This design comes from an exercise in tuning for small area on the open sky130 flow, not from production work.
RTL that was checked went through simulation tests only; none was proved equivalent to the original.
Power figures rest on the tool's default switching activity, not on a simulated workload.

## juniper
==> flow/design.v <==
module tx_sys(eoc, adc_data, adc_clock, start, ale, oe, address, reset, clock, txPin);
 input eoc;
 input [7:0] adc_data;
 input reset, clock;
 output adc_clock, start, ale, oe;
 output [2:0] address;
 output txPin;
 assign address = 3'b000;
 reg [5:0] lfA;
 reg adc_clock;
 wire wrapA = (lfA & 6'b010111) == 6'b000111;    
 wire tickA = wrapA & ~adc_clock;
 always @(posedge clock or posedge reset)
  if (reset) begin
   lfA <= 6'b001110; adc_clock <= 1'b0;
  end else begin
   lfA <= {lfA[4:0], ~(lfA[5] ^ lfA[4]) & ~wrapA};
   if (wrapA) adc_clock <= ~adc_clock;
  end
 reg [14:0] cntS;
 wire adc_start = cntS[14] & cntS[4] & cntS[0];  
 always @(posedge clock or posedge reset)
  if (reset) cntS <= 15'd0;
  else if (tickA) begin
   if (adc_start) cntS <= 15'd1;
   else cntS <= cntS + 15'd1;
  end
 reg [5:0] s;
 assign start = (s >= 6'd3) && (s <= 6'd15);
 assign ale = start;
 assign oe = (s >= 6'd21) && (s <= 6'd35);
 always @(posedge clock or posedge reset)
  if (reset) s <= 6'd0;
  else if (tickA) begin
   case (s)
    6'd0, 6'd35: s <= adc_start ? 6'd1 : 6'd0;
    6'd15, 6'd16: s <= eoc ? 6'd16 : 6'd17;
    6'd18: s <= eoc ? 6'd19 : 6'd18;
    default: s <= s + 6'd1;
   endcase
  end
 reg [7:0] out_data;
 always @(posedge clock or posedge reset)
  if (reset) out_data <= 8'd0;
  else if (tickA && s == 6'd33) out_data <= adc_data;
 reg [9:0] lfU;
 reg clk38;
 wire wrapU = (lfU & 10'b1001110111) == 10'b0001000110;  
 wire tickU = wrapU & ~clk38;
 always @(posedge clock or posedge reset)
  if (reset) begin
   lfU <= 10'b0110011100; clk38 <= 1'b0;
  end else begin
   lfU <= {lfU[8:4], lfU[3] | wrapU, lfU[2:0], ~(lfU[9] ^ lfU[6])};
   if (wrapU) clk38 <= ~clk38;
  end
 reg [3:0] cntClock;
 always @(posedge clock or posedge reset)
  if (reset) cntClock <= 4'd0;
  else if (tickU) cntClock <= cntClock + 4'd1;
 reg swSend, sendCmd_d, beginSending;
 reg [10:0] R;             
 reg txPin;
 wire sending = |R;
 always @(posedge clock or posedge reset)
  if (reset) begin
   swSend <= 1'b0; sendCmd_d <= 1'b0; beginSending <= 1'b0;
  end else begin
   swSend <= eoc;
   sendCmd_d <= swSend;
   if (sending) beginSending <= 1'b0;
   else if (swSend && !sendCmd_d) beginSending <= 1'b1;
  end
 always @(posedge clock or posedge reset)
  if (reset) begin
   R <= 11'd0; txPin <= 1'b1;
  end else if (tickU) begin
   if (!sending) begin
    if (beginSending) R <= {2'b11, out_data, 1'b0};
   end else if (cntClock == 4'd0) begin
    txPin <= R[0];
    R <= {1'b0, R[10:1]};
   end
  end
endmodule
Settings: LEC_CHECK=0, CAP_MARGIN=20, CORE_MARGIN=2, CORE_UTILIZATION=40, SLEW_MARGIN=20; clock period 20.0 ns.
run.sh (not shown) runs the stock make flow with config.mk's settings and CLKGATE_MAP_FILE= SYNTH_SCRIPT=/design/flow/synth_recipe.tcl, a recipe that flattens the netlist after the stock synthesis.
juniper was carried through to the last stage, and its layout satisfied the timing, design-rule and antenna checks.
--- input diff juniper..indigo ---
--- a/flow/design.v
+++ b/flow/design.v
@@ -5,19 +5,19 @@
  output adc_clock, start, ale, oe;
  output [2:0] address;
  output txPin;
  assign address = 3'b000;
- reg [5:0] lfA;
+ reg [5:0] cntA;
  reg adc_clock;
- wire wrapA = (lfA & 6'b010111) == 6'b000111;    
+ wire wrapA = cntA[5] & cntA[4] & cntA[1];       
  wire tickA = wrapA & ~adc_clock;
  always @(posedge clock or posedge reset)
   if (reset) begin
-   lfA <= 6'b001110; adc_clock <= 1'b0;
-  end else begin
-   lfA <= {lfA[4:0], ~(lfA[5] ^ lfA[4]) & ~wrapA};
-   if (wrapA) adc_clock <= ~adc_clock;
-  end
+   cntA <= 6'd0; adc_clock <= 1'b0;
+  end else if (wrapA) begin
+   cntA <= 6'd0; adc_clock <= ~adc_clock;
+  end else
+   cntA <= cntA + 6'd1;
  reg [14:0] cntS;
  wire adc_start = cntS[14] & cntS[4] & cntS[0];  
  always @(posedge clock or posedge reset)
   if (reset) cntS <= 15'd0;
@@ -42,19 +42,19 @@
  reg [7:0] out_data;
  always @(posedge clock or posedge reset)
   if (reset) out_data <= 8'd0;
   else if (tickA && s == 6'd33) out_data <= adc_data;
- reg [9:0] lfU;
+ reg [9:0] cntU;
  reg clk38;
- wire wrapU = (lfU & 10'b1001110111) == 10'b0001000110;  
+ wire wrapU = cntU[9] & cntU[7] & cntU[3] & cntU[1];  
  wire tickU = wrapU & ~clk38;
  always @(posedge clock or posedge reset)
   if (reset) begin
-   lfU <= 10'b0110011100; clk38 <= 1'b0;
-  end else begin
-   lfU <= {lfU[8:4], lfU[3] | wrapU, lfU[2:0], ~(lfU[9] ^ lfU[6])};
-   if (wrapU) clk38 <= ~clk38;
-  end
+   cntU <= 10'd0; clk38 <= 1'b0;
+  end else if (wrapU) begin
+   cntU <= 10'd0; clk38 <= ~clk38;
+  end else
+   cntU <= cntU + 10'd1;
  reg [3:0] cntClock;
  always @(posedge clock or posedge reset)
   if (reset) cntClock <= 4'd0;
   else if (tickU) cntClock <= cntClock + 4'd1;
Findings:
- indigo finished all stages; the layout is clean.
- In the flow results for juniper and indigo, the die area is larger on indigo.
- Relative to juniper, delay of the slowest critical-path stage has gone up in indigo.
- Comparing clock skew for juniper and indigo, the bigger number came from indigo.
- Fill cell instance count of the final layout grows slightly when moving from juniper to indigo.
- Summary of indigo over juniper: via count of the first global-routing pass now sits higher; cell count after synthesis now sits higher.
- Total placed cells including tap cells ends up higher on indigo.
- juniper has lower final non-filler cell total than indigo.
- Going from juniper to indigo, the power spent charging and discharging nets was found to have gone up by 8.0%.
- indigo against juniper: worst setup slack fell 0.060 ns; share of layout cells above drive strength 1 fell 4.8 points.
For juniper, only the layout was checked, not whether the RTL still works.

-- separate check: timing with driven ports --
In the flow no input, the clock included, has a driving cell. The finished layouts below were timed again as built, in two steps.
Step 1, drivers: a clkbuf_16 drives clock and a buf_2 each remaining input, both assumed.
Step 2 also shifts input and output timing later by t, the mid clock arrival at the registers, as if the neighbouring blocks saw the same clock.
a / b / c = ideal / step 1 / step 2; a / b = the first two.
| run | t (ns) | setup WS [ns] | worst hold slack (ns) | worst setup path at the end | latest minus earliest clock arrival (ns) |
|---|---|---|---|---|---|
| juniper | 0.374 | 13.956 / 13.926 / 14.300 | 0.365 / 0.365 / 0.365 | register to output | 0.010 / 0.009 |
| indigo | 0.367 | 13.896 / 13.864 / 14.231 | 0.371 / 0.371 / 0.371 | register to output | 0.014 / 0.014 |
After both steps every run listed still meets setup and hold.
